From an optimization exercise on the open Yosys and OpenROAD flow, aimed at small area; shortcuts taken in it are not production practice.
Function was checked by simulation only, so behaviour that the tests miss may differ from the original.

==> design/flow/design.v <==
`timescale 1ns / 1ps
`timescale 1ns / 1ps
module Add3Relu8(x, y, z, r);
  input [7:0] x, y, z;
  output [8:0] r;
  wire [9:0] s;
  wire n1;
  wire n2;
  wire n3;
  wire n4;
  wire n5;
  wire n6;
  wire n7;
  wire n8;
  wire n9;
  wire n10;
  wire n11;
  wire n12;
  wire n13;
  wire n14;
  wire n15;
  wire n16;
  wire n17;
  wire n18;
  wire n19;
  wire n20;
  wire n21;
  wire n22;
  wire n23;
  wire n24;
  wire n25;
  wire n26;
  wire n27;
  wire n28;
  wire n29;
  wire n30;
  wire n31;
  wire n32;
  wire n33;
  wire n34;
  wire n35;
  assign n1 = x[0] ^ y[0] ^ z[0];
  assign n2 = (x[0] & y[0]) | (x[0] & z[0]) | (y[0] & z[0]);
  assign n3 = x[1] ^ y[1] ^ z[1];
  assign n4 = (x[1] & y[1]) | (x[1] & z[1]) | (y[1] & z[1]);
  assign n5 = x[2] ^ y[2] ^ z[2];
  assign n6 = (x[2] & y[2]) | (x[2] & z[2]) | (y[2] & z[2]);
  assign n7 = x[3] ^ y[3] ^ z[3];
  assign n8 = (x[3] & y[3]) | (x[3] & z[3]) | (y[3] & z[3]);
  assign n9 = x[4] ^ y[4] ^ z[4];
  assign n10 = (x[4] & y[4]) | (x[4] & z[4]) | (y[4] & z[4]);
  assign n11 = x[5] ^ y[5] ^ z[5];
  assign n12 = (x[5] & y[5]) | (x[5] & z[5]) | (y[5] & z[5]);
  assign n13 = x[6] ^ y[6] ^ z[6];
  assign n14 = (x[6] & y[6]) | (x[6] & z[6]) | (y[6] & z[6]);
  assign n15 = ~x[7] ^ ~y[7] ^ ~z[7];
  assign n16 = (~x[7] & ~y[7]) | (~x[7] & ~z[7]) | (~y[7] & ~z[7]);
  assign n17 = n14 ^ n15 ^ 1;
  assign n18 = (n14 & n15) | (n14 & 1) | (n15 & 1);
  assign n19 = n2 ^ n3;
  assign n20 = n2 & n3;
  assign n21 = n4 ^ n5 ^ n20;
  assign n22 = (n4 & n5) | (n4 & n20) | (n5 & n20);
  assign n23 = n6 ^ n7 ^ n22;
  assign n24 = (n6 & n7) | (n6 & n22) | (n7 & n22);
  assign n25 = n8 ^ n9 ^ n24;
  assign n26 = (n8 & n9) | (n8 & n24) | (n9 & n24);
  assign n27 = n10 ^ n11 ^ n26;
  assign n28 = (n10 & n11) | (n10 & n26) | (n11 & n26);
  assign n29 = n12 ^ n13 ^ n28;
  assign n30 = (n12 & n13) | (n12 & n28) | (n13 & n28);
  assign n31 = n17 ^ n30;
  assign n32 = n17 & n30;
  assign n33 = n16 ^ n18 ^ n32;
  assign n34 = (n16 & n18) | (n16 & n32) | (n18 & n32);
  assign n35 = 1 ^ n34;
  assign s = {n35, n33, n31, n29, n27, n25, n23, n21, n19, n1};
  assign r = s[9] ? 9'd0 : s[8:0];
endmodule
module Add3Relu19(x, y, z, r);
  input [18:0] x, y, z;
  output [18:0] r;
  wire [19:0] s;
  wire n1;
  wire n2;
  wire n3;
  wire n4;
  wire n5;
  wire n6;
  wire n7;
  wire n8;
  wire n9;
  wire n10;
  wire n11;
  wire n12;
  wire n13;
  wire n14;
  wire n15;
  wire n16;
  wire n17;
  wire n18;
  wire n19;
  wire n20;
  wire n21;
  wire n22;
  wire n23;
  wire n24;
  wire n25;
  wire n26;
  wire n27;
  wire n28;
  wire n29;
  wire n30;
  wire n31;
  wire n32;
  wire n33;
  wire n34;
  wire n35;
  wire n36;
  wire n37;
  wire n38;
  wire n39;
  wire n40;
  wire n41;
  wire n42;
  wire n43;
  wire n44;
  wire n45;
  wire n46;
  wire n47;
  wire n48;
  wire n49;
  wire n50;
  wire n51;
  wire n52;
  wire n53;
  wire n54;
  wire n55;
  wire n56;
  wire n57;
  wire n58;
  wire n59;
  wire n60;
  wire n61;
  wire n62;
  wire n63;
  wire n64;
  wire n65;
  wire n66;
  wire n67;
  wire n68;
  wire n69;
  wire n70;
  wire n71;
  wire n72;
  wire n73;
  wire n74;
  wire n75;
  wire n76;
  wire n77;
  wire n78;
  wire n79;
  wire n80;
  wire n81;
  wire n82;
  wire n83;
  wire n84;
  wire n85;
  wire n86;
  wire n87;
  wire n88;
  wire n89;
  wire n90;
  wire n91;
  wire n92;
  wire n93;
  wire n94;
  wire n95;
  wire n96;
  wire n97;
  wire n98;
  wire n99;
  assign n1 = x[0] ^ y[0] ^ z[0];
  assign n2 = (x[0] & y[0]) | (x[0] & z[0]) | (y[0] & z[0]);
  assign n3 = x[1] ^ y[1] ^ z[1];
  assign n4 = (x[1] & y[1]) | (x[1] & z[1]) | (y[1] & z[1]);
  assign n5 = x[2] ^ y[2] ^ z[2];
  assign n6 = (x[2] & y[2]) | (x[2] & z[2]) | (y[2] & z[2]);
  assign n7 = x[3] ^ y[3] ^ z[3];
  assign n8 = (x[3] & y[3]) | (x[3] & z[3]) | (y[3] & z[3]);
  assign n9 = x[4] ^ y[4] ^ z[4];
  assign n10 = (x[4] & y[4]) | (x[4] & z[4]) | (y[4] & z[4]);
  assign n11 = x[5] ^ y[5] ^ z[5];
  assign n12 = (x[5] & y[5]) | (x[5] & z[5]) | (y[5] & z[5]);
  assign n13 = x[6] ^ y[6] ^ z[6];
  assign n14 = (x[6] & y[6]) | (x[6] & z[6]) | (y[6] & z[6]);
  assign n15 = x[7] ^ y[7] ^ z[7];
  assign n16 = (x[7] & y[7]) | (x[7] & z[7]) | (y[7] & z[7]);
  assign n17 = x[8] ^ y[8] ^ z[8];
  assign n18 = (x[8] & y[8]) | (x[8] & z[8]) | (y[8] & z[8]);
  assign n19 = x[9] ^ y[9] ^ z[9];
  assign n20 = (x[9] & y[9]) | (x[9] & z[9]) | (y[9] & z[9]);
  assign n21 = x[10] ^ y[10] ^ z[10];
  assign n22 = (x[10] & y[10]) | (x[10] & z[10]) | (y[10] & z[10]);
  assign n23 = x[11] ^ y[11] ^ z[11];
  assign n24 = (x[11] & y[11]) | (x[11] & z[11]) | (y[11] & z[11]);
  assign n25 = x[12] ^ y[12] ^ z[12];
  assign n26 = (x[12] & y[12]) | (x[12] & z[12]) | (y[12] & z[12]);
  assign n27 = x[13] ^ y[13] ^ z[13];
  assign n28 = (x[13] & y[13]) | (x[13] & z[13]) | (y[13] & z[13]);
  assign n29 = x[14] ^ y[14] ^ z[14];
  assign n30 = (x[14] & y[14]) | (x[14] & z[14]) | (y[14] & z[14]);
  assign n31 = x[15] ^ y[15] ^ z[15];
  assign n32 = (x[15] & y[15]) | (x[15] & z[15]) | (y[15] & z[15]);
  assign n33 = x[16] ^ y[16] ^ z[16];
  assign n34 = (x[16] & y[16]) | (x[16] & z[16]) | (y[16] & z[16]);
  assign n35 = x[17] ^ y[17] ^ z[17];
  assign n36 = (x[17] & y[17]) | (x[17] & z[17]) | (y[17] & z[17]);
  assign n37 = ~x[18] ^ ~y[18] ^ ~z[18];
  assign n38 = (~x[18] & ~y[18]) | (~x[18] & ~z[18]) | (~y[18] & ~z[18]);
  assign n39 = n36 ^ n37 ^ 1;
  assign n40 = (n36 & n37) | (n36 & 1) | (n37 & 1);
  assign n41 = n2 ^ n3;
  assign n42 = n2 & n3;
  assign n43 = n4 ^ n5 ^ n42;
  assign n44 = (n4 & n5) | (n4 & n42) | (n5 & n42);
  assign n45 = n6 ^ n7 ^ n44;
  assign n46 = (n6 & n7) | (n6 & n44) | (n7 & n44);
  assign n47 = n8 ^ n9 ^ n46;
  assign n48 = (n8 & n9) | (n8 & n46) | (n9 & n46);
  assign n49 = n10 ^ n11 ^ n48;
  assign n50 = (n10 & n11) | (n10 & n48) | (n11 & n48);
  assign n51 = n12 ^ n13 ^ n50;
  assign n52 = (n12 & n13) | (n12 & n50) | (n13 & n50);
  assign n53 = n14 ^ n15 ^ n52;
  assign n54 = (n14 & n15) | (n14 & n52) | (n15 & n52);
  assign n55 = n16 ^ n17 ^ n54;
  assign n56 = (n16 & n17) | (n16 & n54) | (n17 & n54);
  assign n57 = n18 ^ n19;
  assign n58 = n18 & n19;
  assign n59 = n20 ^ n21 ^ n58;
  assign n60 = (n20 & n21) | (n20 & n58) | (n21 & n58);
  assign n61 = n22 ^ n23 ^ n60;
  assign n62 = (n22 & n23) | (n22 & n60) | (n23 & n60);
  assign n63 = n24 ^ n25 ^ n62;
  assign n64 = (n24 & n25) | (n24 & n62) | (n25 & n62);
  assign n65 = n26 ^ n27 ^ n64;
  assign n66 = (n26 & n27) | (n26 & n64) | (n27 & n64);
  assign n67 = n28 ^ n29 ^ n66;
  assign n68 = (n28 & n29) | (n28 & n66) | (n29 & n66);
  assign n69 = n30 ^ n31 ^ n68;
  assign n70 = (n30 & n31) | (n30 & n68) | (n31 & n68);
  assign n71 = n32 ^ n33 ^ n70;
  assign n72 = (n32 & n33) | (n32 & n70) | (n33 & n70);
  assign n73 = n34 ^ n35 ^ n72;
  assign n74 = (n34 & n35) | (n34 & n72) | (n35 & n72);
  assign n75 = n39 ^ n74;
  assign n76 = n39 & n74;
  assign n77 = n38 ^ n40 ^ n76;
  assign n78 = (n38 & n40) | (n38 & n76) | (n40 & n76);
  assign n79 = n57 ^ n56;
  assign n80 = n57 & n56;
  assign n81 = n59 ^ n80;
  assign n82 = n59 & n80;
  assign n83 = n61 ^ n82;
  assign n84 = n61 & n82;
  assign n85 = n63 ^ n84;
  assign n86 = n63 & n84;
  assign n87 = n65 ^ n86;
  assign n88 = n65 & n86;
  assign n89 = n67 ^ n88;
  assign n90 = n67 & n88;
  assign n91 = n69 ^ n90;
  assign n92 = n69 & n90;
  assign n93 = n71 ^ n92;
  assign n94 = n71 & n92;
  assign n95 = n73 ^ n94;
  assign n96 = n73 & n94;
  assign n97 = n75 ^ n96;
  assign n98 = n75 & n96;
  assign n99 = n77 ^ n98;
  assign s = {n99, n97, n95, n93, n91, n89, n87, n85, n83, n81, n79, n55, n53, n51, n49, n47, n45, n43, n41, n1};
  assign r = s[19] ? 19'd0 : s[18:0];
endmodule
`timescale 1ns / 1ps
module MulU4S4(a, b, p);
  input [3:0] a;
  input [3:0] b;
  output [7:0] p;
  wire n1;
  wire n2;
  wire n3;
  wire n4;
  wire n5;
  wire n6;
  wire n7;
  wire n8;
  wire n9;
  wire n10;
  wire n11;
  wire n12;
  wire n13;
  wire n14;
  wire n15;
  wire n16;
  wire n17;
  wire n18;
  wire n19;
  wire n20;
  wire n21;
  wire n22;
  wire n23;
  wire n24;
  wire n25;
  assign n1 = (a[2] & b[0]) ^ (a[1] & b[1]) ^ (a[0] & b[2]);
  assign n2 = ((a[2] & b[0]) & (a[1] & b[1])) | ((a[2] & b[0]) & (a[0] & b[2])) | ((a[1] & b[1]) & (a[0] & b[2]));
  assign n3 = (a[3] & b[0]) ^ (a[2] & b[1]) ^ (a[1] & b[2]);
  assign n4 = ((a[3] & b[0]) & (a[2] & b[1])) | ((a[3] & b[0]) & (a[1] & b[2])) | ((a[2] & b[1]) & (a[1] & b[2]));
  assign n5 = ~(a[0] & b[3]) ^ n2 ^ n3;
  assign n6 = (~(a[0] & b[3]) & n2) | (~(a[0] & b[3]) & n3) | (n2 & n3);
  assign n7 = (a[3] & b[1]) ^ (a[2] & b[2]) ^ ~(a[1] & b[3]);
  assign n8 = ((a[3] & b[1]) & (a[2] & b[2])) | ((a[3] & b[1]) & ~(a[1] & b[3])) | ((a[2] & b[2]) & ~(a[1] & b[3]));
  assign n9 = n4 ^ n7 ^ n6;
  assign n10 = (n4 & n7) | (n4 & n6) | (n7 & n6);
  assign n11 = (a[3] & b[2]) ^ ~(a[2] & b[3]) ^ n8;
  assign n12 = ((a[3] & b[2]) & ~(a[2] & b[3])) | ((a[3] & b[2]) & n8) | (~(a[2] & b[3]) & n8);
  assign n13 = (a[1] & b[0]) ^ (a[0] & b[1]);
  assign n14 = (a[1] & b[0]) & (a[0] & b[1]);
  assign n15 = n1 ^ n14;
  assign n16 = n1 & n14;
  assign n17 = 1 ^ n5 ^ n16;
  assign n18 = (1 & n5) | (1 & n16) | (n5 & n16);
  assign n19 = n9 ^ n18;
  assign n20 = n9 & n18;
  assign n21 = n10 ^ n11 ^ n20;
  assign n22 = (n10 & n11) | (n10 & n20) | (n11 & n20);
  assign n23 = ~(a[3] & b[3]) ^ n12 ^ n22;
  assign n24 = (~(a[3] & b[3]) & n12) | (~(a[3] & b[3]) & n22) | (n12 & n22);
  assign n25 = 1 ^ n24;
  assign p = {n25, n23, n21, n19, n17, n15, n13, (a[0] & b[0])};
endmodule
module MulU9S10(a, b, p);
  input [8:0] a;
  input [9:0] b;
  output [18:0] p;
  wire n1;
  wire n2;
  wire n3;
  wire n4;
  wire n5;
  wire n6;
  wire n7;
  wire n8;
  wire n9;
  wire n10;
  wire n11;
  wire n12;
  wire n13;
  wire n14;
  wire n15;
  wire n16;
  wire n17;
  wire n18;
  wire n19;
  wire n20;
  wire n21;
  wire n22;
  wire n23;
  wire n24;
  wire n25;
  wire n26;
  wire n27;
  wire n28;
  wire n29;
  wire n30;
  wire n31;
  wire n32;
  wire n33;
  wire n34;
  wire n35;
  wire n36;
  wire n37;
  wire n38;
  wire n39;
  wire n40;
  wire n41;
  wire n42;
  wire n43;
  wire n44;
  wire n45;
  wire n46;
  wire n47;
  wire n48;
  wire n49;
  wire n50;
  wire n51;
  wire n52;
  wire n53;
  wire n54;
  wire n55;
  wire n56;
  wire n57;
  wire n58;
  wire n59;
  wire n60;
  wire n61;
  wire n62;
  wire n63;
  wire n64;
  wire n65;
  wire n66;
  wire n67;
  wire n68;
  wire n69;
  wire n70;
  wire n71;
  wire n72;
  wire n73;
  wire n74;
  wire n75;
  wire n76;
  wire n77;
  wire n78;
  wire n79;
  wire n80;
  wire n81;
  wire n82;
  wire n83;
  wire n84;
  wire n85;
  wire n86;
  wire n87;
  wire n88;
  wire n89;
  wire n90;
  wire n91;
  wire n92;
  wire n93;
  wire n94;
  wire n95;
  wire n96;
  wire n97;
  wire n98;
  wire n99;
  wire n100;
  wire n101;
  wire n102;
  wire n103;
  wire n104;
  wire n105;
  wire n106;
  wire n107;
  wire n108;
  wire n109;
  wire n110;
  wire n111;
  wire n112;
  wire n113;
  wire n114;
  wire n115;
  wire n116;
  wire n117;
  wire n118;
  wire n119;
  wire n120;
  wire n121;
  wire n122;
  wire n123;
  wire n124;
  wire n125;
  wire n126;
  wire n127;
  wire n128;
  wire n129;
  wire n130;
  wire n131;
  wire n132;
  wire n133;
  wire n134;
  wire n135;
  wire n136;
  wire n137;
  wire n138;
  wire n139;
  wire n140;
  wire n141;
  wire n142;
  wire n143;
  wire n144;
  wire n145;
  wire n146;
  wire n147;
  wire n148;
  wire n149;
  wire n150;
  wire n151;
  wire n152;
  wire n153;
  wire n154;
  wire n155;
  wire n156;
  wire n157;
  wire n158;
  wire n159;
  wire n160;
  wire n161;
  wire n162;
  wire n163;
  wire n164;
  wire n165;
  wire n166;
  wire n167;
  wire n168;
  wire n169;
  wire n170;
  wire n171;
  wire n172;
  wire n173;
  wire n174;
  wire n175;
  wire n176;
  wire n177;
  assign n1 = (a[2] & b[0]) ^ (a[1] & b[1]) ^ (a[0] & b[2]);
  assign n2 = ((a[2] & b[0]) & (a[1] & b[1])) | ((a[2] & b[0]) & (a[0] & b[2])) | ((a[1] & b[1]) & (a[0] & b[2]));
  assign n3 = (a[3] & b[0]) ^ (a[2] & b[1]) ^ (a[1] & b[2]);
  assign n4 = ((a[3] & b[0]) & (a[2] & b[1])) | ((a[3] & b[0]) & (a[1] & b[2])) | ((a[2] & b[1]) & (a[1] & b[2]));
  assign n5 = (a[0] & b[3]) ^ n2 ^ n3;
  assign n6 = ((a[0] & b[3]) & n2) | ((a[0] & b[3]) & n3) | (n2 & n3);
  assign n7 = (a[4] & b[0]) ^ (a[3] & b[1]) ^ (a[2] & b[2]);
  assign n8 = ((a[4] & b[0]) & (a[3] & b[1])) | ((a[4] & b[0]) & (a[2] & b[2])) | ((a[3] & b[1]) & (a[2] & b[2]));
  assign n9 = (a[1] & b[3]) ^ (a[0] & b[4]) ^ n4;
  assign n10 = ((a[1] & b[3]) & (a[0] & b[4])) | ((a[1] & b[3]) & n4) | ((a[0] & b[4]) & n4);
  assign n11 = n7 ^ n6 ^ n9;
  assign n12 = (n7 & n6) | (n7 & n9) | (n6 & n9);
  assign n13 = (a[5] & b[0]) ^ (a[4] & b[1]) ^ (a[3] & b[2]);
  assign n14 = ((a[5] & b[0]) & (a[4] & b[1])) | ((a[5] & b[0]) & (a[3] & b[2])) | ((a[4] & b[1]) & (a[3] & b[2]));
  assign n15 = (a[2] & b[3]) ^ (a[1] & b[4]) ^ (a[0] & b[5]);
  assign n16 = ((a[2] & b[3]) & (a[1] & b[4])) | ((a[2] & b[3]) & (a[0] & b[5])) | ((a[1] & b[4]) & (a[0] & b[5]));
  assign n17 = n8 ^ n13 ^ n15;
  assign n18 = (n8 & n13) | (n8 & n15) | (n13 & n15);
  assign n19 = n10 ^ n17 ^ n12;
  assign n20 = (n10 & n17) | (n10 & n12) | (n17 & n12);
  assign n21 = (a[6] & b[0]) ^ (a[5] & b[1]) ^ (a[4] & b[2]);
  assign n22 = ((a[6] & b[0]) & (a[5] & b[1])) | ((a[6] & b[0]) & (a[4] & b[2])) | ((a[5] & b[1]) & (a[4] & b[2]));
  assign n23 = (a[3] & b[3]) ^ (a[2] & b[4]) ^ (a[1] & b[5]);
  assign n24 = ((a[3] & b[3]) & (a[2] & b[4])) | ((a[3] & b[3]) & (a[1] & b[5])) | ((a[2] & b[4]) & (a[1] & b[5]));
  assign n25 = (a[0] & b[6]) ^ n14 ^ n16;
  assign n26 = ((a[0] & b[6]) & n14) | ((a[0] & b[6]) & n16) | (n14 & n16);
  assign n27 = n21 ^ n23 ^ n18;
  assign n28 = (n21 & n23) | (n21 & n18) | (n23 & n18);
  assign n29 = n25 ^ n27 ^ n20;
  assign n30 = (n25 & n27) | (n25 & n20) | (n27 & n20);
  assign n31 = (a[7] & b[0]) ^ (a[6] & b[1]) ^ (a[5] & b[2]);
  assign n32 = ((a[7] & b[0]) & (a[6] & b[1])) | ((a[7] & b[0]) & (a[5] & b[2])) | ((a[6] & b[1]) & (a[5] & b[2]));
  assign n33 = (a[4] & b[3]) ^ (a[3] & b[4]) ^ (a[2] & b[5]);
  assign n34 = ((a[4] & b[3]) & (a[3] & b[4])) | ((a[4] & b[3]) & (a[2] & b[5])) | ((a[3] & b[4]) & (a[2] & b[5]));
  assign n35 = (a[1] & b[6]) ^ (a[0] & b[7]) ^ n22;
  assign n36 = ((a[1] & b[6]) & (a[0] & b[7])) | ((a[1] & b[6]) & n22) | ((a[0] & b[7]) & n22);
  assign n37 = n24 ^ n31 ^ n33;
  assign n38 = (n24 & n31) | (n24 & n33) | (n31 & n33);
  assign n39 = n26 ^ n35 ^ n37;
  assign n40 = (n26 & n35) | (n26 & n37) | (n35 & n37);
  assign n41 = n28 ^ n39 ^ n30;
  assign n42 = (n28 & n39) | (n28 & n30) | (n39 & n30);
  assign n43 = (a[8] & b[0]) ^ (a[7] & b[1]) ^ (a[6] & b[2]);
  assign n44 = ((a[8] & b[0]) & (a[7] & b[1])) | ((a[8] & b[0]) & (a[6] & b[2])) | ((a[7] & b[1]) & (a[6] & b[2]));
  assign n45 = (a[5] & b[3]) ^ (a[4] & b[4]) ^ (a[3] & b[5]);
  assign n46 = ((a[5] & b[3]) & (a[4] & b[4])) | ((a[5] & b[3]) & (a[3] & b[5])) | ((a[4] & b[4]) & (a[3] & b[5]));
  assign n47 = (a[2] & b[6]) ^ (a[1] & b[7]) ^ (a[0] & b[8]);
  assign n48 = ((a[2] & b[6]) & (a[1] & b[7])) | ((a[2] & b[6]) & (a[0] & b[8])) | ((a[1] & b[7]) & (a[0] & b[8]));
  assign n49 = n32 ^ n34 ^ n43;
  assign n50 = (n32 & n34) | (n32 & n43) | (n34 & n43);
  assign n51 = n45 ^ n47 ^ n36;
  assign n52 = (n45 & n47) | (n45 & n36) | (n47 & n36);
  assign n53 = n38 ^ n49 ^ n51;
  assign n54 = (n38 & n49) | (n38 & n51) | (n49 & n51);
  assign n55 = n40 ^ n53 ^ n42;
  assign n56 = (n40 & n53) | (n40 & n42) | (n53 & n42);
  assign n57 = (a[8] & b[1]) ^ (a[7] & b[2]) ^ (a[6] & b[3]);
  assign n58 = ((a[8] & b[1]) & (a[7] & b[2])) | ((a[8] & b[1]) & (a[6] & b[3])) | ((a[7] & b[2]) & (a[6] & b[3]));
  assign n59 = (a[5] & b[4]) ^ (a[4] & b[5]) ^ (a[3] & b[6]);
  assign n60 = ((a[5] & b[4]) & (a[4] & b[5])) | ((a[5] & b[4]) & (a[3] & b[6])) | ((a[4] & b[5]) & (a[3] & b[6]));
  assign n61 = (a[2] & b[7]) ^ (a[1] & b[8]) ^ ~(a[0] & b[9]);
  assign n62 = ((a[2] & b[7]) & (a[1] & b[8])) | ((a[2] & b[7]) & ~(a[0] & b[9])) | ((a[1] & b[8]) & ~(a[0] & b[9]));
  assign n63 = n44 ^ n46 ^ n48;
  assign n64 = (n44 & n46) | (n44 & n48) | (n46 & n48);
  assign n65 = n57 ^ n59 ^ n61;
  assign n66 = (n57 & n59) | (n57 & n61) | (n59 & n61);
  assign n67 = n50 ^ n63 ^ n65;
  assign n68 = (n50 & n63) | (n50 & n65) | (n63 & n65);
  assign n69 = n52 ^ n67 ^ n54;
  assign n70 = (n52 & n67) | (n52 & n54) | (n67 & n54);
  assign n71 = n69 ^ n56 ^ 1;
  assign n72 = (n69 & n56) | (n69 & 1) | (n56 & 1);
  assign n73 = (a[8] & b[2]) ^ (a[7] & b[3]) ^ (a[6] & b[4]);
  assign n74 = ((a[8] & b[2]) & (a[7] & b[3])) | ((a[8] & b[2]) & (a[6] & b[4])) | ((a[7] & b[3]) & (a[6] & b[4]));
  assign n75 = (a[5] & b[5]) ^ (a[4] & b[6]) ^ (a[3] & b[7]);
  assign n76 = ((a[5] & b[5]) & (a[4] & b[6])) | ((a[5] & b[5]) & (a[3] & b[7])) | ((a[4] & b[6]) & (a[3] & b[7]));
  assign n77 = (a[2] & b[8]) ^ ~(a[1] & b[9]) ^ n58;
  assign n78 = ((a[2] & b[8]) & ~(a[1] & b[9])) | ((a[2] & b[8]) & n58) | (~(a[1] & b[9]) & n58);
  assign n79 = n60 ^ n62 ^ n73;
  assign n80 = (n60 & n62) | (n60 & n73) | (n62 & n73);
  assign n81 = n75 ^ n64 ^ n66;
  assign n82 = (n75 & n64) | (n75 & n66) | (n64 & n66);
  assign n83 = n77 ^ n79 ^ n68;
  assign n84 = (n77 & n79) | (n77 & n68) | (n79 & n68);
  assign n85 = n81 ^ n83 ^ n70;
  assign n86 = (n81 & n83) | (n81 & n70) | (n83 & n70);
  assign n87 = (a[8] & b[3]) ^ (a[7] & b[4]) ^ (a[6] & b[5]);
  assign n88 = ((a[8] & b[3]) & (a[7] & b[4])) | ((a[8] & b[3]) & (a[6] & b[5])) | ((a[7] & b[4]) & (a[6] & b[5]));
  assign n89 = (a[5] & b[6]) ^ (a[4] & b[7]) ^ (a[3] & b[8]);
  assign n90 = ((a[5] & b[6]) & (a[4] & b[7])) | ((a[5] & b[6]) & (a[3] & b[8])) | ((a[4] & b[7]) & (a[3] & b[8]));
  assign n91 = ~(a[2] & b[9]) ^ n74 ^ n76;
  assign n92 = (~(a[2] & b[9]) & n74) | (~(a[2] & b[9]) & n76) | (n74 & n76);
  assign n93 = n87 ^ n89 ^ n78;
  assign n94 = (n87 & n89) | (n87 & n78) | (n89 & n78);
  assign n95 = n80 ^ n91 ^ n82;
  assign n96 = (n80 & n91) | (n80 & n82) | (n91 & n82);
  assign n97 = n93 ^ n95 ^ n84;
  assign n98 = (n93 & n95) | (n93 & n84) | (n95 & n84);
  assign n99 = (a[8] & b[4]) ^ (a[7] & b[5]) ^ (a[6] & b[6]);
  assign n100 = ((a[8] & b[4]) & (a[7] & b[5])) | ((a[8] & b[4]) & (a[6] & b[6])) | ((a[7] & b[5]) & (a[6] & b[6]));
  assign n101 = (a[5] & b[7]) ^ (a[4] & b[8]) ^ ~(a[3] & b[9]);
  assign n102 = ((a[5] & b[7]) & (a[4] & b[8])) | ((a[5] & b[7]) & ~(a[3] & b[9])) | ((a[4] & b[8]) & ~(a[3] & b[9]));
  assign n103 = n88 ^ n90 ^ n99;
  assign n104 = (n88 & n90) | (n88 & n99) | (n90 & n99);
  assign n105 = n101 ^ n92 ^ n103;
  assign n106 = (n101 & n92) | (n101 & n103) | (n92 & n103);
  assign n107 = n94 ^ n105 ^ n96;
  assign n108 = (n94 & n105) | (n94 & n96) | (n105 & n96);
  assign n109 = (a[8] & b[5]) ^ (a[7] & b[6]) ^ (a[6] & b[7]);
  assign n110 = ((a[8] & b[5]) & (a[7] & b[6])) | ((a[8] & b[5]) & (a[6] & b[7])) | ((a[7] & b[6]) & (a[6] & b[7]));
  assign n111 = (a[5] & b[8]) ^ ~(a[4] & b[9]) ^ n100;
  assign n112 = ((a[5] & b[8]) & ~(a[4] & b[9])) | ((a[5] & b[8]) & n100) | (~(a[4] & b[9]) & n100);
  assign n113 = n102 ^ n109 ^ n104;
  assign n114 = (n102 & n109) | (n102 & n104) | (n109 & n104);
  assign n115 = n111 ^ n106 ^ n113;
  assign n116 = (n111 & n106) | (n111 & n113) | (n106 & n113);
  assign n117 = (a[8] & b[6]) ^ (a[7] & b[7]) ^ (a[6] & b[8]);
  assign n118 = ((a[8] & b[6]) & (a[7] & b[7])) | ((a[8] & b[6]) & (a[6] & b[8])) | ((a[7] & b[7]) & (a[6] & b[8]));
  assign n119 = ~(a[5] & b[9]) ^ n110 ^ n117;
  assign n120 = (~(a[5] & b[9]) & n110) | (~(a[5] & b[9]) & n117) | (n110 & n117);
  assign n121 = n112 ^ n119 ^ n114;
  assign n122 = (n112 & n119) | (n112 & n114) | (n119 & n114);
  assign n123 = (a[8] & b[7]) ^ (a[7] & b[8]) ^ ~(a[6] & b[9]);
  assign n124 = ((a[8] & b[7]) & (a[7] & b[8])) | ((a[8] & b[7]) & ~(a[6] & b[9])) | ((a[7] & b[8]) & ~(a[6] & b[9]));
  assign n125 = n118 ^ n123 ^ n120;
  assign n126 = (n118 & n123) | (n118 & n120) | (n123 & n120);
  assign n127 = (a[8] & b[8]) ^ ~(a[7] & b[9]) ^ n124;
  assign n128 = ((a[8] & b[8]) & ~(a[7] & b[9])) | ((a[8] & b[8]) & n124) | (~(a[7] & b[9]) & n124);
  assign n129 = (a[1] & b[0]) ^ (a[0] & b[1]);
  assign n130 = (a[1] & b[0]) & (a[0] & b[1]);
  assign n131 = n1 ^ n130;
  assign n132 = n1 & n130;
  assign n133 = n5 ^ n132;
  assign n134 = n5 & n132;
  assign n135 = n11 ^ n134;
  assign n136 = n11 & n134;
  assign n137 = n19 ^ n136;
  assign n138 = n19 & n136;
  assign n139 = n29 ^ n138;
  assign n140 = n29 & n138;
  assign n141 = n41 ^ n140;
  assign n142 = n41 & n140;
  assign n143 = n55 ^ n142;
  assign n144 = n55 & n142;
  assign n145 = n71 ^ n144;
  assign n146 = n71 & n144;
  assign n147 = n72 ^ n85 ^ n146;
  assign n148 = (n72 & n85) | (n72 & n146) | (n85 & n146);
  assign n149 = n86 ^ n97 ^ n148;
  assign n150 = (n86 & n97) | (n86 & n148) | (n97 & n148);
  assign n151 = n98 ^ n107;
  assign n152 = n98 & n107;
  assign n153 = n108 ^ n115 ^ n152;
  assign n154 = (n108 & n115) | (n108 & n152) | (n115 & n152);
  assign n155 = n116 ^ n121 ^ n154;
  assign n156 = (n116 & n121) | (n116 & n154) | (n121 & n154);
  assign n157 = n122 ^ n125 ^ n156;
  assign n158 = (n122 & n125) | (n122 & n156) | (n125 & n156);
  assign n159 = n126 ^ n127 ^ n158;
  assign n160 = (n126 & n127) | (n126 & n158) | (n127 & n158);
  assign n161 = ~(a[8] & b[9]) ^ n128 ^ n160;
  assign n162 = (~(a[8] & b[9]) & n128) | (~(a[8] & b[9]) & n160) | (n128 & n160);
  assign n163 = 1 ^ n162;
  assign n164 = 1 & n162;
  assign n165 = n151 ^ n150;
  assign n166 = n151 & n150;
  assign n167 = n153 ^ n166;
  assign n168 = n153 & n166;
  assign n169 = n155 ^ n168;
  assign n170 = n155 & n168;
  assign n171 = n157 ^ n170;
  assign n172 = n157 & n170;
  assign n173 = n159 ^ n172;
  assign n174 = n159 & n172;
  assign n175 = n161 ^ n174;
  assign n176 = n161 & n174;
  assign n177 = n163 ^ n176;
  assign p = {n177, n175, n173, n171, n169, n167, n165, n149, n147, n145, n143, n141, n139, n137, n135, n133, n131, n129, (a[0] & b[0])};
endmodule
`timescale 1ns / 1ps
module RegisterFile(clk, Start, WriteState, WriteData, Group, ReadData1, ReadData2, ReadData3);
  parameter PW = 8;
  input clk;
  input Start;
  input [3:0] WriteState;
  input [PW-1:0] WriteData;
  input [4:0] Group;
  output reg [PW-1:0] ReadData1, ReadData2, ReadData3;
  function [3:0] entry_state;
    input integer k;
    integer i;
    reg [3:0] s;
    begin
      s = 4'b0001;
      for (i = 0; i < k; i = i + 1) s = {s[2:0], s[3] ^ s[2]};
      entry_state = s;
    end
  endfunction
  reg [PW-1:0] P [0:14];
  genvar k;
  generate
    for (k = 0; k < 15; k = k + 1) begin : entry
      always @(posedge clk)
        if (Start && WriteState == entry_state(k)) P[k] <= WriteData;
    end
  endgenerate
  integer g;
  always @(*) begin
    ReadData1 = {PW{1'b0}};
    ReadData2 = {PW{1'b0}};
    ReadData3 = {PW{1'b0}};
    for (g = 0; g < 5; g = g + 1) begin
      ReadData1 = ReadData1 | ({PW{Group[g]}} & P[3*g]);
      ReadData2 = ReadData2 | ({PW{Group[g]}} & P[3*g+1]);
      ReadData3 = ReadData3 | ({PW{Group[g]}} & P[3*g+2]);
    end
  end
endmodule
`timescale 1ns / 1ps
module AddressCounter(clk, rst_n, Start, ReadEn, WriteState, Group);
  input clk, rst_n;
  input Start;
  input ReadEn;
  output reg [3:0] WriteState;
  output reg [4:0] Group;
  always @(posedge clk or negedge rst_n) begin
    if (!rst_n) begin
      WriteState <= 4'b0001;
      Group <= 5'b00001;
    end else begin
      if (Start) WriteState <= {WriteState[2:0], WriteState[3] ^ WriteState[2]};
      if (ReadEn) Group <= {Group[3:0], Group[4]};
    end
  end
endmodule
`timescale 1ns / 1ps
module CNN_Single_Layer(clk, rst_n, Start, Image, Filter, ReadEn, ConvResult);
    parameter L  = 1;
    parameter IW = 4;    
    parameter FW = 4;    
    parameter PW = 8;    
    parameter SW = 9;    
    input clk;
    input rst_n;
    input Start;
    input [IW-1:0] Image;
    input signed [FW-1:0] Filter;
    input ReadEn;
    output [SW-1:0] ConvResult;
    wire [3:0] WriteState;
    wire [4:0] Group;
    wire [PW-1:0] MultValue;
    wire [PW-1:0] Rd1, Rd2, Rd3;
    wire [SW-1:0] GroupSum;
    reg  [SW-1:0] T, S;
    generate
      if (L == 1) begin : l1
        MulU4S4 Multiplicator (.a(Image), .b(Filter), .p(MultValue));
        Add3Relu8 ADDER (.x(Rd1), .y(Rd2), .z(Rd3), .r(GroupSum));
      end else begin : l2
        MulU9S10 Multiplicator (.a(Image), .b(Filter), .p(MultValue));
        Add3Relu19 ADDER (.x(Rd1), .y(Rd2), .z(Rd3), .r(GroupSum));
      end
    endgenerate
    AddressCounter AddressCounter (.clk(clk), .rst_n(rst_n), .Start(Start), .ReadEn(ReadEn),
        .WriteState(WriteState), .Group(Group));
    RegisterFile #(.PW(PW)) RegisterFile (.clk(clk), .Start(Start), .WriteState(WriteState),
        .WriteData(MultValue), .Group(Group), .ReadData1(Rd1), .ReadData2(Rd2), .ReadData3(Rd3));
    always @(posedge clk or negedge rst_n) begin
        if (!rst_n) begin
            T <= {SW{1'b0}};
            S <= {SW{1'b0}};
        end else begin
            if (ReadEn) T <= GroupSum;
            S <= T;
        end
    end
    assign ConvResult = S;
endmodule
`timescale 1ns / 1ps
module CNN_Two_Layer( 
clk, rst_n,
Start1, Image, Filter1, ReadEn1,
Start2, Filter2, ReadEn2,
ConvResult
    );
    input clk;
    input rst_n;
    input Start1;
    input [3:0] Image;
    input signed [3:0] Filter1;
    input ReadEn1;
    input Start2;
    input signed [9:0] Filter2;
    input ReadEn2;
    output signed [21:0] ConvResult;
    wire [8:0]  layer1_to_layer2;
    wire [18:0] layer2_out;
    CNN_Single_Layer #(.L(1), .IW(4), .FW(4), .PW(8), .SW(9)) Layer1(.clk(clk), .rst_n(rst_n),
        .Start(Start1), .Image(Image), .Filter(Filter1), .ReadEn(ReadEn1), .ConvResult(layer1_to_layer2));
    CNN_Single_Layer #(.L(2), .IW(9), .FW(10), .PW(19), .SW(19)) Layer2(.clk(clk), .rst_n(rst_n),
        .Start(Start2), .Image(layer1_to_layer2), .Filter(Filter2), .ReadEn(ReadEn2), .ConvResult(layer2_out));
    assign ConvResult = {3'b000, layer2_out};
endmodule
==> design/flow/flow/run.sh <==
#!/bin/bash
# Layout flow: the standard flow (standard.sh), with these changes:
#  * synthesis is the standard flow's synthesis script (synth_recipe.tcl) unchanged except that
#    its final ABC technology mapping runs flow/abc_map.script (ABC's area mapper
#    amap) in place of ORFS's abc_area.script; registers are mapped before ABC
#    runs, so they are exactly the standard synthesis's;
#  * after synthesis, flow/polarity.py removes the inverters that synthesis leaves
#    around full adders (it uses full adders in inverted form where that saves
#    inverters); registers and all other cells are untouched;
#  * ports are buffered with buf_1 cells;
#  * clock tree synthesis uses clkbuf_4 cells in clusters of up to 10 sinks and
#    inserts no dummy loads.
# Each tool's output goes to a log file of its own in this folder.
set -euo pipefail
cd "$(dirname "$0")/.."
WORK=$(pwd)
RES="$WORK/orfs/results/sky130hd/CNN_Two_Layer/base"

cat > "$WORK/own_synth.tcl" <<EOT
proc abc {args} {
  set i [lsearch \$args -script]
  if {\$i >= 0} { set args [lreplace \$args [expr {\$i + 1}] [expr {\$i + 1}] $WORK/flow/abc_map.script] }
  yosys abc {*}\$args
}
source $WORK/synth_recipe.tcl
EOT
sed "s|SYNTH_SCRIPT=[^ ]*|SYNTH_SCRIPT=$WORK/own_synth.tcl|" standard.sh > "$WORK/own_standard.sh"
grep -q "SYNTH_SCRIPT=$WORK/own_synth.tcl" "$WORK/own_standard.sh"

export RECOVER_POWER=100
export BUFFER_PORTS_ARGS="-buffer_cell sky130_fd_sc_hd__buf_1"
export CTS_ARGS="-sink_clustering_enable -repair_clock_nets -sink_clustering_size 10 -sink_clustering_max_diameter 50 -buf_list sky130_fd_sc_hd__clkbuf_4 -dont_use_dummy_load"

bash "$WORK/own_standard.sh" "$RES/1_2_yosys.v" > "$WORK/synth.log" 2>&1
cp "$RES/1_2_yosys.v" "$WORK/1_2_yosys.mapped.v"
python3 flow/polarity.py "$RES/1_2_yosys.v" > "$WORK/polarity.log" 2>&1
bash "$WORK/own_standard.sh" > "$WORK/layout.log" 2>&1
==> design/flow/flow/abc_map.script <==
strash
dch -f
amap
topo
stime -c
buffer -c
upsize -c
dnsize -c
==> design/flow/flow/polarity.py <==
#!/usr/bin/env python3
"""Removes inverters around full adders in a mapped sky130hd netlist.

A full adder is self-dual: FA(~a, ~b, ~c) = (~sum, ~cout). Synthesis often
leaves full adders whose inputs or outputs pass through inverters. This script
collapses every inverter chain to signals with a polarity, chooses for each
full adder whether to use it in inverted form (local search on the number of
inverters needed), and writes the netlist back with one inverter per signal
that some load needs inverted. A NAND2 whose only load is such an inverter
becomes an AND2. Registers and all other cells are kept as they are.

usage: polarity.py netlist.v  (rewrites it in place; prints a summary)
"""
import re
import sys
import random

PFX = "sky130_fd_sc_hd__"
OUT_PINS = {"X", "Y", "Q", "Q_N", "COUT", "SUM", "HI", "LO"}

path = sys.argv[1]
text = open(path).read()

m_mod = re.search(r"^module .*?;\n", text, re.M | re.S)
end = text.rindex("endmodule")
body = text[m_mod.end():end]

# split body into declarations and cell instances
inst_re = re.compile(r"^\s*(" + PFX + r"\w+)\s+(\S+)\s*\((.*?)\);\n", re.M | re.S)
pin_re = re.compile(r"\.(\w+)\(\s*(.*?)\s*\)(?=\s*,|\s*$)", re.S)

cells = []   # dict(type, name, pins{pin: net})
decls = []
pos = 0
for m in inst_re.finditer(body):
    decls.append(body[pos:m.start()])
    pos = m.end()
    pins = {}
    for pm in pin_re.finditer(m.group(3)):
        pins[pm.group(1)] = pm.group(2).strip()
    cells.append({"type": m.group(1)[len(PFX):], "name": m.group(2), "pins": pins})
decls.append(body[pos:])
if any(re.search(r"\bassign\b", d) for d in decls):
    sys.exit("polarity.py: netlist has assign statements; left unchanged")
decl_text = "".join(decls)

port_nets = set()
for m in re.finditer(r"^\s*(input|output)\s+(\[\d+:\d+\]\s+)?(\S+?)\s*;", decl_text, re.M):
    port_nets.add(m.group(3))


def is_port(net):
    base = net.split("[")[0].strip()
    return base in port_nets or net in port_nets


def is_inv(c):
    return c["type"].startswith("inv_") or c["type"].startswith("clkinv_")


driver = {}
loads = {}
for i, c in enumerate(cells):
    for p, n in c["pins"].items():
        if p in OUT_PINS:
            driver[n] = (i, p)
        else:
            loads.setdefault(n, []).append((i, p))

# inverters we may remove: input and output are internal nets, and the output is not a port
removable = set()
for i, c in enumerate(cells):
    if is_inv(c):
        a, y = c["pins"]["A"], c["pins"]["Y"]
        if not is_port(y) and not a.startswith("1'"):
            removable.add(i)


def root_of(net):
    """(root net, polarity): follows removable inverters back to a non-inverter driver."""
    pol = 0
    seen = 0
    while True:
        d = driver.get(net)
        if d is None or d[0] not in removable or seen > 50:
            return net, pol
        net = cells[d[0]]["pins"]["A"]
        pol ^= 1
        seen += 1


fa_ids = [i for i, c in enumerate(cells) if c["type"].startswith("fa_")]
fa_index = {i: k for k, i in enumerate(fa_ids)}

# every load pin of a non-removable cell, expressed against a root
# demand[root] = list of (cell id, pin, polarity wanted relative to root)
demand = {}
for i, c in enumerate(cells):
    if i in removable:
        continue
    for p, n in c["pins"].items():
        if p in OUT_PINS or n.startswith("1'") or n == "":
            continue
        r, pol = root_of(n)
        demand.setdefault(r, []).append((i, p, pol))

roots = list(demand.keys())
# root driven by an FA output?
root_fa = {}
for r in roots:
    d = driver.get(r)
    if d is not None and d[0] in fa_index:
        root_fa[r] = d[0]

flip = [0] * len(fa_ids)


def root_cost(r):
    dpol = flip[fa_index[root_fa[r]]] if r in root_fa else 0
    need = set()
    for (i, p, pol) in demand[r]:
        q = pol ^ (flip[fa_index[i]] if i in fa_index else 0)
        need.add(q ^ dpol)
    return 1 if 1 in need else 0


# roots touching each FA
touch = {k: set() for k in range(len(fa_ids))}
for r in roots:
    if r in root_fa:
        touch[fa_index[root_fa[r]]].add(r)
    for (i, p, pol) in demand[r]:
        if i in fa_index:
            touch[fa_index[i]].add(r)

cost_before = sum(root_cost(r) for r in roots)
before_invs = len(removable)


def local_search():
    improved = True
    while improved:
        improved = False
        for k in range(len(fa_ids)):
            rs = touch[k]
            old = sum(root_cost(r) for r in rs)
            flip[k] ^= 1
            new = sum(root_cost(r) for r in rs)
            if new < old:
                improved = True
            else:
                flip[k] ^= 1


local_search()
best = list(flip)
best_cost = sum(root_cost(r) for r in roots)
rng = random.Random(1)
for _ in range(30):
    # perturb and descend again
    for k in rng.sample(range(len(fa_ids)), max(1, len(fa_ids) // 10)):
        flip[k] ^= 1
    local_search()
    c = sum(root_cost(r) for r in roots)
    if c < best_cost:
        best_cost, best = c, list(flip)
    else:
        flip[:] = best
flip[:] = best

# rebuild: remove removable inverters, then reconnect each demand
new_cells = [c for i, c in enumerate(cells)]
keep = [i not in removable for i in range(len(cells))]
inv_count = 0
and_merges = 0
extra_wires = []


def new_net():
    global inv_count
    inv_count += 1
    n = f"_pol{inv_count}_"
    extra_wires.append(n)
    return n


for r in roots:
    dpol = flip[fa_index[root_fa[r]]] if r in root_fa else 0
    inv_net = None
    want_inv = []
    for (i, p, pol) in demand[r]:
        q = pol ^ (flip[fa_index[i]] if i in fa_index else 0)
        if q ^ dpol:
            want_inv.append((i, p))
        else:
            cells[i]["pins"][p] = r
    if want_inv:
        d = driver.get(r)
        # NAND2 (or NOR2) whose only use is inverted: make it AND2 (OR2)
        only = all(True for _ in want_inv) and len(want_inv) == len(demand[r]) and not is_port(r)
        if only and d is not None and cells[d[0]]["type"] in ("nand2_1", "nor2_1") and keep[d[0]]:
            cells[d[0]]["type"] = "and2_1" if cells[d[0]]["type"] == "nand2_1" else "or2_1"
            cells[d[0]]["pins"]["X"] = cells[d[0]]["pins"].pop("Y")
            for (i, p) in want_inv:
                cells[i]["pins"][p] = r
            and_merges += 1
            continue
        inv_net = new_net()
        cells.append({"type": "inv_1", "name": f"_polinv{inv_count}_",
                      "pins": {"A": r, "Y": inv_net}})
        keep.append(True)
        for (i, p) in want_inv:
            cells[i]["pins"][p] = inv_net

# FA flips: nothing changes in the FA cell itself; its nets now carry the other polarity,
# which the demand wiring above already accounts for.

out = [text[:m_mod.end()], decl_text.rstrip("\n") + "\n"]
for n in extra_wires:
    out.append(f"  wire {n};\n")
for i, c in enumerate(cells):
    if not keep[i]:
        continue
    pins = ",\n".join(f"    .{p}({n}{' ' if n.startswith(chr(92)) else ''})"
                       for p, n in c["pins"].items())
    out.append(f"  {PFX}{c['type']} {c['name']} (\n{pins}\n  );\n")
out.append(text[end:])
open(path, "w").write("".join(out))
after = sum(1 for i, c in enumerate(cells) if keep[i] and is_inv(c))
print(f"polarity.py: {sum(flip)} of {len(fa_ids)} full adders flipped; inverters "
      f"{sum(1 for c in cells[:len(removable)] if False) or before_invs} removable before, "
      f"{inv_count - and_merges if False else inv_count} placed after; {and_merges} NAND2/NOR2 -> AND2/OR2; "
      f"model cost {cost_before} -> {best_cost}; inverters in netlist now {after}")
==> design/flow/standard.sh <==
#!/bin/bash
# synth_recipe.tcl (not shown) runs the flow's synth.tcl, then flattens the netlist and writes it again
# the make line also repeats each setting of config.mk as NAME=value (left out here)
make -C /OpenROAD-flow-scripts/flow DESIGN_CONFIG=/design/flow/config.mk WORK_HOME=/design/flow/orfs CLKGATE_MAP_FILE= SYNTH_SCRIPT=/design/flow/synth_recipe.tcl "${@:-finish}"
==> design/flow/config.mk <==
export PLATFORM = sky130hd
export DESIGN_NAME = CNN_Two_Layer
export DESIGN_NICKNAME = CNN_Two_Layer
export VERILOG_FILES = /design/flow/design.v
export SDC_FILE = /design/flow/constraint.sdc
export NUM_CORES = 4
export LEC_CHECK = 0
export ABC_AREA = 1
export CAP_MARGIN = 0
export CORE_MARGIN = 2
export CORE_UTILIZATION = 60
export SLEW_MARGIN = 0
==> design/flow/constraint.sdc <==
create_clock -name core_clock -period 8.0 [get_ports {clk}]
set_input_delay 1.6000 -clock core_clock [delete_from_list [all_inputs] [get_ports {clk}]]
set_output_delay 1.6000 -clock core_clock [all_outputs]
set_load 0.01 [all_outputs]
==> results of run 1 <==
==> sequential cells by signal, indices dropped and copies added (netlist names) <==
| name | cells |
|---|---|
| Layer2.RegisterFile.P | 285 |
| Layer1.RegisterFile.P | 120 |
| Layer2.S | 19 |
| Layer2.T | 19 |
| Layer1.S | 9 |
| Layer1.T | 9 |
| Layer1.AddressCounter.Group | 5 |
| Layer2.AddressCounter.Group | 5 |
| Layer1.AddressCounter.WriteState | 4 |
| Layer2.AddressCounter.WriteState | 4 |
==> area by class of cell <==
cell class              instances  area, µm²  area share (%)
flip-flops and latches        479      14000            64.8
multi-input cells             688       5950            27.5
well taps                     448        561            2.59
clock buffers                  55        413            1.91
inverters                     105        394            1.82
repair buffers                 66        289            1.34
diodes                          1       2.50          0.0116
==> cell usage in the layout, fill, tap and decap left out <==
cell                         n
sky130_fd_sc_hd__conb_1      3
sky130_fd_sc_hd__o22ai_1    13
sky130_fd_sc_hd__edfxtp_1  405
sky130_fd_sc_hd__buf_1      37
sky130_fd_sc_hd__dfrtp_2     3
sky130_fd_sc_hd__o21ai_0     4
sky130_fd_sc_hd__dfstp_1     1
sky130_fd_sc_hd__a21oi_1    60
sky130_fd_sc_hd__a32o_1     23
sky130_fd_sc_hd__fa_1      126
sky130_fd_sc_hd__o31ai_1     2
sky130_fd_sc_hd__inv_1     105
sky130_fd_sc_hd__diode_2     1
sky130_fd_sc_hd__o22a_1      1
sky130_fd_sc_hd__clkbuf_1   18
sky130_fd_sc_hd__dfrtp_1    67
sky130_fd_sc_hd__ha_1       46
sky130_fd_sc_hd__a21oi_2     1
sky130_fd_sc_hd__and2_1      5
sky130_fd_sc_hd__nor2_1    100
sky130_fd_sc_hd__nor2_2      5
sky130_fd_sc_hd__a222oi_1   81
sky130_fd_sc_hd__nor2b_1     3
sky130_fd_sc_hd__dfstp_2     3
sky130_fd_sc_hd__a22oi_1    27
sky130_fd_sc_hd__buf_4      10
sky130_fd_sc_hd__clkbuf_4   56
sky130_fd_sc_hd__nand2_1   188
==> routing by layer <==
metal | global-route usage [%] | vias to the layer above | wire length (µm) | share of wire, %
li1 | - | 4984 | - | -
met1 | 35.0 | 5710 | 17900 | 41
met2 | 43.4 | 419 | 22100 | 50
met3 | 5.08 | 73 | 3170 | 7.2
met4 | 6.20 | 0 | 818 | 1.9
met5 | 0 | - | 0 | 0
==> metrics by stage <==
step	setup slack [ns]	instance area (µm²)	util [%]
6_report	0.619	21600	64.3
5_1_grt	0.166	21600	64.3
4_1_cts	0.691	21700	64.6
3_5_place_dp	0.121	21300	63.4
3_3_place_gp	0.224	21300	63.4
2_1_floorplan	0.191	20600	-
==> critical path, delay by kind of cell (launching register included) <==
kind                       cells  cell delay [ns]
adders and majority gates     19             4.52
buffers and inverters          4             0.54
and+or+nand+nor                3             0.22
AOI/OAI and AO/OA              5             1.40
DFF                            1             0.59
==> path summary, 6_finish.rpt <==
path,cells after the start,slack (ns),to,from
min,0,0.36,Layer2.S[0],Layer2.T[0]
min reg2reg,0,0.36,Layer2.S[0],Layer2.T[0]
max,31,0.62,Layer2.T[3],Layer2.AddressCounter.Group[1]
min in group asynchronous,2,2.41,Layer2.T[18],rst_n
max in group asynchronous,2,2.91,Layer2.AddressCounter.Group[2],rst_n
max reg2reg,31,0.62,Layer2.T[3],Layer2.AddressCounter.Group[1]
==> summary.txt, run 1 <==
STA:
- Of the available clock period, the critical path in the final layout requires 92.3%.
- Hold is met by 0.358 ns.
- For the final routed database, the setup TNS stands at 0 ns.
- Measured against its own limit, the worst slew margin works out to -183%.
- Based on the critical path, the design can be clocked at up to 0.135 GHz.
- Between clock sinks in the finished design, the worst skew comes to 0.146 ns.
- The slew at the pin with the worst max-slew slack is 4.24 ns.
- Counting I/O delays and the setup requirement, the final critical path takes 7.38 ns.
- Setup repair after global routing left no endpoint under its margin.
- The final count of pins violating max slew is 329.
- The number of failing hold endpoints at the final stage is 0.
- The final-report setup violation count is 0.

Worst setup path:
- STA classifies the critical path endpoint as a flop.
- STA puts the critical path data required time at 8.68 ns.
- The critical path in this run is classified as reg2reg.
- The top fanout value on the critical path is 17.
- For this design, the slowest cell found on the critical path is sky130_fd_sc_hd__dfrtp_1.
- Among the stages of the critical path, the cell type that occurs most often is sky130_fd_sc_hd__ha_1.
- At the worst endpoint, the arrival time is 8.06 ns.
- The element type at the critical path start is a flop.
- For this run, the slowest stage of the critical path takes 0.59 ns.

Clocking:
- The H-tree was split into 2 levels.
- The buffer depth of the longest clock path is 3.
- The library cell used as clock root buffer is sky130_fd_sc_hd__clkbuf_4.
- The number of buffers added by the clock tree synthesis step is 55.
- TritonCTS built the clock tree.
- The clock-pin slew of the registers on the worst-case setup and hold paths is 0.10 ns.
- The later pin in the worst-skew pair is clocked with a latency of 0.83 ns.
- The number of hold buffers added after CTS was 0.
- Once the clock tree was built, the setup fixing pass inserted 0 buffers.
- The total number of clock tree sinks is 479.
- The number of gates resized after CTS was 0.

Final layout:
- The non-filler instance count after layout is 1842.
- In the final layout, the share of cells above drive strength 1 is 5.60%.
- Compared with the post-synthesis result, the final layout area differs by 5.09%.
- The filler cell count in the final layout is 2502.
- In the final design database the tool counted 1591 nets.

Floorplan:
- The standard-cell row count is 67.
- The die covers 0.0358 mm².
- The placeable core region is 0.0336 mm².
- The width of the die is 189 µm.
- Once the floorplan was initialized, standard cells occupied 61.2% of the core.
- The number of placed I/O pins is 46.
- The chip height is 189 µm.

Global routing:
- The wire length of the first global-routing pass is 67500 µm.
- The via count of the first global-routing pass is 11500.
- The overall routing resource usage is 25.7%.
- After global routing the overflow that remains totals 0.
- The initial antenna violation count was 1.
- Entering global routing, the biggest net connects 75 pins.

Logic synthesis:
- The number of synthesis warnings is 7.
- After synthesis the cells add up to 0.0206 mm².
- The mean instance size in the synthesized netlist is 15.5 µm².
- The synthesized instance count is 1327.

Placed design:
- The final HPWL from detailed placement is 27500 µm.
- Including well taps, the total number of placed cells is 1786.
- The count of buffers from port buffering is 42.
- The routability congestion estimate is 0.905.

Drt:
- Dividing the detail-routed wire length by the instance count gives 23.9 µm.
- The number of search-and-repair iterations in the first detailed-routing pass is 9.
- The sum of routed wire length over all layers is 44000 µm.
- Once detail routing completed, the nets flagged for antenna violations numbered 0.
- The detailed-route vias per instance is 6.07.
- The count of vias placed by the detailed router is 11200.
- After detailed routing, the number of remaining DRC violations is 0.
- The starting DRC count in detailed routing is 1142.

Hold path:
- The type of the worst min-delay path is reg2reg.

Run:
- The count of max-cap constraint violations is 14.

Status:
- The checks that failed: capacitance limit, slew limit.
- The flow ran to the end, but the layout failed its checks.
==> inputs of run 2 (changes only) <==
--- a/design/flow/flow/run.sh
+++ b/design/flow/flow/run.sh
@@ -28,5 +28,4 @@
 grep -q "SYNTH_SCRIPT=$WORK/own_synth.tcl" "$WORK/own_standard.sh"
 
-export RECOVER_POWER=100
 export BUFFER_PORTS_ARGS="-buffer_cell sky130_fd_sc_hd__buf_1"
 export CTS_ARGS="-sink_clustering_enable -repair_clock_nets -sink_clustering_size 10 -sink_clustering_max_diameter 50 -buf_list sky130_fd_sc_hd__clkbuf_4 -dont_use_dummy_load"
==> summary.txt, run 2 <==
Status:
- The flow ran to the end and the layout has no timing, DRC or antenna violations.

Final layout:
- Leaving out fill and tap cells, the most frequent cell in the layout is sky130_fd_sc_hd__edfxtp_1.
- The post-route core utilization was 64.6% (+0.29 points).
- The largest registers in the layout are Layer2.RegisterFile.P: 285 flops, Layer1.RegisterFile.P: 120 flops.
- The flip-flop count of the largest register after layout was 285 (unchanged).
- The ratio of cells with drive above 1 in the final layout is 7.47% (+1.9 points).
- The library cells used most frequently in the layout, excluding fill and tap cells, are 405 x sky130_fd_sc_hd__edfxtp_1, 188 x sky130_fd_sc_hd__nand2_1, 126 x sky130_fd_sc_hd__fa_1.
- The register bank with the most flops is Layer2.RegisterFile.P.
- The total number of nets in the final design came to 1591 (unchanged).
- The area overhead of the layout relative to synthesis is 5.57%.

Placed design:
- The routability congestion estimate is 0.905 (unchanged).
- The final HPWL from detailed placement is 27500 µm (unchanged).
- The count of buffers from port buffering was 42 (unchanged).

Floorplan:
- The placeable core region is 0.0336 mm² (unchanged).
- The standard-cell row count is 67 (unchanged).
- The initial core utilization came to 61.2% (unchanged).
- The full die area came to 0.0358 mm² (unchanged).
- The chip height came to 189 µm (unchanged).
- The number of placed I/O pins is 46 (unchanged).
- The width of the die is 189 µm (unchanged).

Logic synthesis:
- The mean instance size in the synthesized netlist is 15.5 µm² (unchanged).
- The combined area of all synthesized cells came to 0.0206 mm² (unchanged).
- The number of synthesis warnings came to 7 (unchanged).
- The synthesized instance count is 1327 (unchanged).

Clocking:
- The number of gates given a new drive strength after cts is 0 (unchanged).
- The cts-stage hold buffer count is 0 (unchanged).
- The tree is rooted in a sky130_fd_sc_hd__clkbuf_4.
- TritonCTS built the clock tree.
- The clock-pin slew of the registers on the worst-case setup and hold paths is 0.10 ns (about the same).
- The post-CTS setup repair buffer count came to 0 (unchanged).
- The buffer depth of the longest clock path is 3 (unchanged).
- The maximum level of the CTS H-tree is 2 (unchanged).
- The insertion delay of the later-clocked pin in the worst-skew pair was 0.83 ns (about the same).
- The number of buffers added by the clock tree synthesis step is 55 (unchanged).
- The total number of clock tree sinks was 479 (unchanged).

Global routing:
- The wire length of the first global-routing pass is 67500 µm (unchanged).
- The via count of the first global-routing pass was 11500 (unchanged).
- The overall routing resource usage came to 25.7% (unchanged).
- The initial antenna violation count came to 1 (unchanged).
- The pin count of the biggest net entering global routing is 75 (unchanged).
- The total congestion overflow was 0 (unchanged).

STA:
- The highest clock rate is 0.138 GHz (+1.5%).
- The number of failing hold endpoints at the final stage is 0 (unchanged).
- The slew at the pin with the worst max-slew slack was 1.05 ns (-3.19 ns).
- Setup repair after global routing left no endpoint under its margin.
- The worst clock skew is 0.142 ns (-0.00386 ns).
- The post-route clock period utilization was 90.9% (-1.4 points).
- The minimum clock period was 7.27 ns (-0.109 ns).
- The final count of pins violating max slew is 0 (-100%).
- The headroom to the max-slew limit was 29.9% (+210 points).
- The final-report setup violation count is 0 (unchanged).
- The setup TNS is 0 ns (unchanged).

Drt:
- The number of search-and-repair iterations in the first detailed-routing pass was 9 (unchanged).
- The detailed-route vias per instance is 6.05 (-0.32%).
- The per-cell routed wire length is 23.9 µm (-0.24%).
- The count of vias placed by the detailed router came to 11200 (-0.32%).
- The sum of routed wire length over all layers is 43900 µm (-0.24%).
- The starting DRC count in detailed routing was 1173 (+2.7%).
- The count of unresolved DRC violations after routing is 0 (unchanged).
- The remaining antenna violation count was 0 (unchanged).

Run:
- The count of max-cap constraint violations is 0 (-14).

Worst setup path:
- The delay of the slowest cell on the worst path is 0.53 ns (-0.06 ns).
- In this run the critical register-to-register path is launched from Layer2.AddressCounter.Group[1].
- The cell with the largest stage delay on the worst path is sky130_fd_sc_hd__dfrtp_2.
- The worst setup path is of the reg2reg kind.
- STA classifies the critical path endpoint as a flop.
- The data arrival time of the critical path is 7.95 ns (-0.11 ns).
- The element type at the critical path start is a flop.
- The top fanout value on the critical path came to 17 (unchanged).
- The capturing point of the worst reg2reg path is Layer2.T[3].
- The critical path's most frequent cell is sky130_fd_sc_hd__ha_1.
- The required time at the worst-slack endpoint is 8.67 ns (about the same).
- The number of cells on the worst reg-to-reg path came to 31 (unchanged).

Hold path:
- The path class of the tightest hold or removal check is reg2reg.
- The beginning of the worst hold path is Layer2.T[0].
- The number of cells on the worst hold path is 0 (unchanged).
- The hold path endpoint is Layer2.S[0].
[run 2: per-layer routing]
| layer | global-route usage (%) | wire, µm | vias up |
|---|---|---|---|
| li1 | - | - | 4982 |
| met1 | 35.0 | 18200 | 5702 |
| met2 | 43.4 | 22000 | 395 |
| met3 | 5.08 | 2900 | 71 |
| met4 | 6.20 | 838 | 0 |
| met5 | 0 | 0 | - |
[run 2: how the worst max path moves through the flow]
stage                                    from  cells after the start  slack (ns)                       endpoint
2_1_floorplan                      Filter2[0]                     20        0.19   Layer2.RegisterFile.P[0][18]
3_3_place_gp                       Filter2[0]                     23        0.22  Layer2.RegisterFile.P[12][18]
3_5_place_dp                       Filter2[0]                     23        0.12   Layer2.RegisterFile.P[6][18]
4_1_cts        Layer2.AddressCounter.Group[1]                     31        0.69                    Layer2.T[6]
5_1_grt        Layer2.AddressCounter.Group[1]                     31        0.28                    Layer2.T[6]
6_report       Layer2.AddressCounter.Group[1]                     31        0.73                    Layer2.T[3]
[run 2: final cells by class]
class                   count  area, µm²
fillers                  2470      11900
flip-flops and latches    479      14000
diodes                      1       2.50
well taps                 448        561
clock buffers              55        413
repair buffers             66        342
inverters                 105        394
multi-input cells         688       5990
[run 2: stage by stage]
stage	setup slack [ns]	hold slack, ns	cell area [µm²]	cells
floorplan	0.191	0.354	20600	1329
CTS	0.691	0.372	21700	1841
global route	0.279	0.392	21700	1842
finish	0.728	0.359	21700	1842
detailed placement	0.121	0.360	21300	1786
global placement	0.224	0.360	21300	1786
[run 2: worst max-delay path, delay by kind of cell, from the launching register on]
kind / cells / cell delay [ns]
AND/OR/NAND/NOR: 3 / 0.24
AO/OA/AOI/OAI: 5 / 1.34
buffers and inverters: 4 / 0.55
adder cells (fa/ha/maj): 19 / 4.49
flip-flops: 1 / 0.53
==> inputs of run 3 (changes only) <==
--- a/design/flow/flow/run.sh
+++ b/design/flow/flow/run.sh
@@ -29,5 +29,5 @@
 
 export BUFFER_PORTS_ARGS="-buffer_cell sky130_fd_sc_hd__buf_1"
-export CTS_ARGS="-sink_clustering_enable -repair_clock_nets -sink_clustering_size 10 -sink_clustering_max_diameter 50 -buf_list sky130_fd_sc_hd__clkbuf_4 -dont_use_dummy_load"
+export CTS_ARGS="-sink_clustering_enable -repair_clock_nets -sink_clustering_size 11 -sink_clustering_max_diameter 50 -buf_list sky130_fd_sc_hd__clkbuf_4 -dont_use_dummy_load"
 
 bash "$WORK/own_standard.sh" "$RES/1_2_yosys.v" > "$WORK/synth.log" 2>&1
==> summary.txt, run 3 <==
Placed design:
- The post-placement worst setup slack is 0.121 ns (unchanged).
- The count of buffers from port buffering is 42 (unchanged).

Global routing:
- The wire length of the first global-routing pass came to 67500 µm (unchanged).
- The total congestion overflow is 0 (unchanged).
- The overall routing resource usage is 25.7% (+0.034 points).

Drt:
- The count of vias placed by the detailed router is 11100 (-0.46%).
- The remaining antenna violation count is 0 (unchanged).
- The per-cell routed wire length is 23.9 µm (+0.31%).
- The sum of routed wire length over all layers came to 44000 µm (about the same).

Final layout:
- The ratio of cells with drive above 1 in the final layout was 7.20% (-0.27 points).
- The flip-flop count of the largest register after layout is 285 (unchanged).
- The area overhead of the layout relative to synthesis is 5.43%.
- The most common cell after layout, fill and taps aside is sky130_fd_sc_hd__edfxtp_1.
- The total number of nets in the final design came to 1587 (-0.25%).
- In the layout the commonest cells are 405 x sky130_fd_sc_hd__edfxtp_1, 188 x sky130_fd_sc_hd__nand2_1, 126 x sky130_fd_sc_hd__fa_1.
- The largest registers in the layout are Layer2.RegisterFile.P: 285 flops, Layer1.RegisterFile.P: 120 flops.

Worst setup path:
- The top fanout value on the critical path was 17 (unchanged).
- In this run the critical register-to-register path is launched from Layer2.AddressCounter.Group[1].
- Among cell families on the critical path, the largest total delay comes from adder cells.
- The capturing point of the worst reg2reg path is Layer2.T[3].
- The worst setup path is captured at a flop.
- The slowest stage of the critical path belongs to the cell sky130_fd_sc_hd__dfrtp_2.

Floorplan:
- The initial core utilization is 61.2% (unchanged).
- The width of the die is 189 µm (unchanged).
- The number of placed I/O pins is 46 (unchanged).
- The placeable core region is 0.0336 mm² (unchanged).
- The full die area is 0.0358 mm² (unchanged).

STA:
- The slew at the pin with the worst max-slew slack was 1.07 ns (+0.0196 ns).
- The highest clock rate is 0.137 GHz (about the same).
- The setup slack of the critical path after layout came to 0.725 ns (-0.00287 ns).
- Setup repair after global routing left no endpoint under its margin.
- The setup TNS is 0 ns (unchanged).
- The post-route clock period utilization is 90.9% (about the same).

Clocking:
- The maximum level of the CTS H-tree is 2 (unchanged).
- The number of buffers added by the clock tree synthesis step came to 51 (-7.3%).
- The number of gates given a new drive strength after cts came to 0 (unchanged).
- The clock tree from TritonCTS is built.
- The post-CTS setup repair buffer count is 0 (unchanged).
- The buffer depth of the longest clock path is 3 (unchanged).

Logic synthesis:
- The mean instance size in the synthesized netlist is 15.5 µm² (unchanged).

Hold path:
- For hold timing, the worst endpoint is Layer1.S[1].
- The startpoint identified for the worst hold timing path is Layer1.T[1].

Status:
- The run finished with no timing, DRC or antenna violations.

Run:
- The count of max-cap constraint violations is 0 (unchanged).
## run 3: cell count changes in the layout (fill, tap and decap cells not counted), sizes merged
cell / change
clkbuf: -4
## run 3: layout make-up
| cell class | instances | area, µm² |
|---|---|---|
| Sequential cell | 479 | 14000 |
| Fill cell | 2469 | 11900 |
| Multi-Input combinational cell | 688 | 5990 |
| Tap cell | 448 | 561 |
| Inverter | 105 | 394 |
| Clock buffer | 51 | 383 |
| Timing Repair Buffer | 66 | 342 |
| Antenna cell | 1 | 2.50 |
## run 3: metrics by stage
stage / area (µm²) / util [%] / instances / hold WS [ns]
floorplan: 20600 / - / 1329 / 0.354
global placement: 21300 / 63.4 / 1786 / 0.360
detailed placement: 21300 / 63.4 / 1786 / 0.360
CTS: 21700 / 64.5 / 1837 / 0.383
global route: 21700 / 64.6 / 1838 / 0.389
finish: 21700 / 64.6 / 1838 / 0.378
## run 3: worst max-delay path by stage
stage / startpoint / endpoint / slack, ns / depth (start not counted)
floorplan: Filter2[0] / Layer2.RegisterFile.P[0][18] / 0.19 / 20
global placement: Filter2[0] / Layer2.RegisterFile.P[12][18] / 0.22 / 23
detailed placement: Filter2[0] / Layer2.RegisterFile.P[6][18] / 0.12 / 23
CTS: Layer2.AddressCounter.Group[1] / Layer2.T[3] / 0.68 / 31
global route: Layer2.AddressCounter.Group[1] / Layer2.T[3] / 0.26 / 31
finish: Layer2.AddressCounter.Group[1] / Layer2.T[3] / 0.72 / 31
## run 3: layer usage
layer | vias to the layer above | global-route usage (%) | share of wire, % | wire [µm]
met5 | - | 0 | 0 | 0
met4 | 0 | 8.11 | 2.2 | 967
met3 | 73 | 4.24 | 7.0 | 3090
met2 | 423 | 43.3 | 50 | 21900
met1 | 5633 | 34.9 | 41 | 18000
li1 | 4970 | - | - | -

-- separate check: timing with driven ports --
The flow's constraints put no driver on any port. The routed layouts listed below were extracted and timed again, unchanged, in two steps.
Step 1: set_driving_cell puts a clkbuf_16 on clk and a buf_2 on each other input, an assumption about the parent block.
Step 2 moves the port delays by t, midway between the first and last clock arrival at a register: inputs arrive t later, outputs are due t later. That takes back most of the time a late clock gives input paths.
a / b / c = ideal / step 1 / step 2; a / b = the first two.
run	t (ns)	slack for setup (ns)	slew at the worst register clock pin (ns)
run 1	0.808	0.619 / 0.619 / -0.090	0.11 / 0.11
run 2	0.804	0.728 / 0.728 / 0.137	0.11 / 0.11
run 3	0.800	0.725 / 0.725 / 0.132	0.13 / 0.13
The setup slack of run 1, which loses most, moves by 0.000 ns with the drivers and by -0.709 ns with both steps.
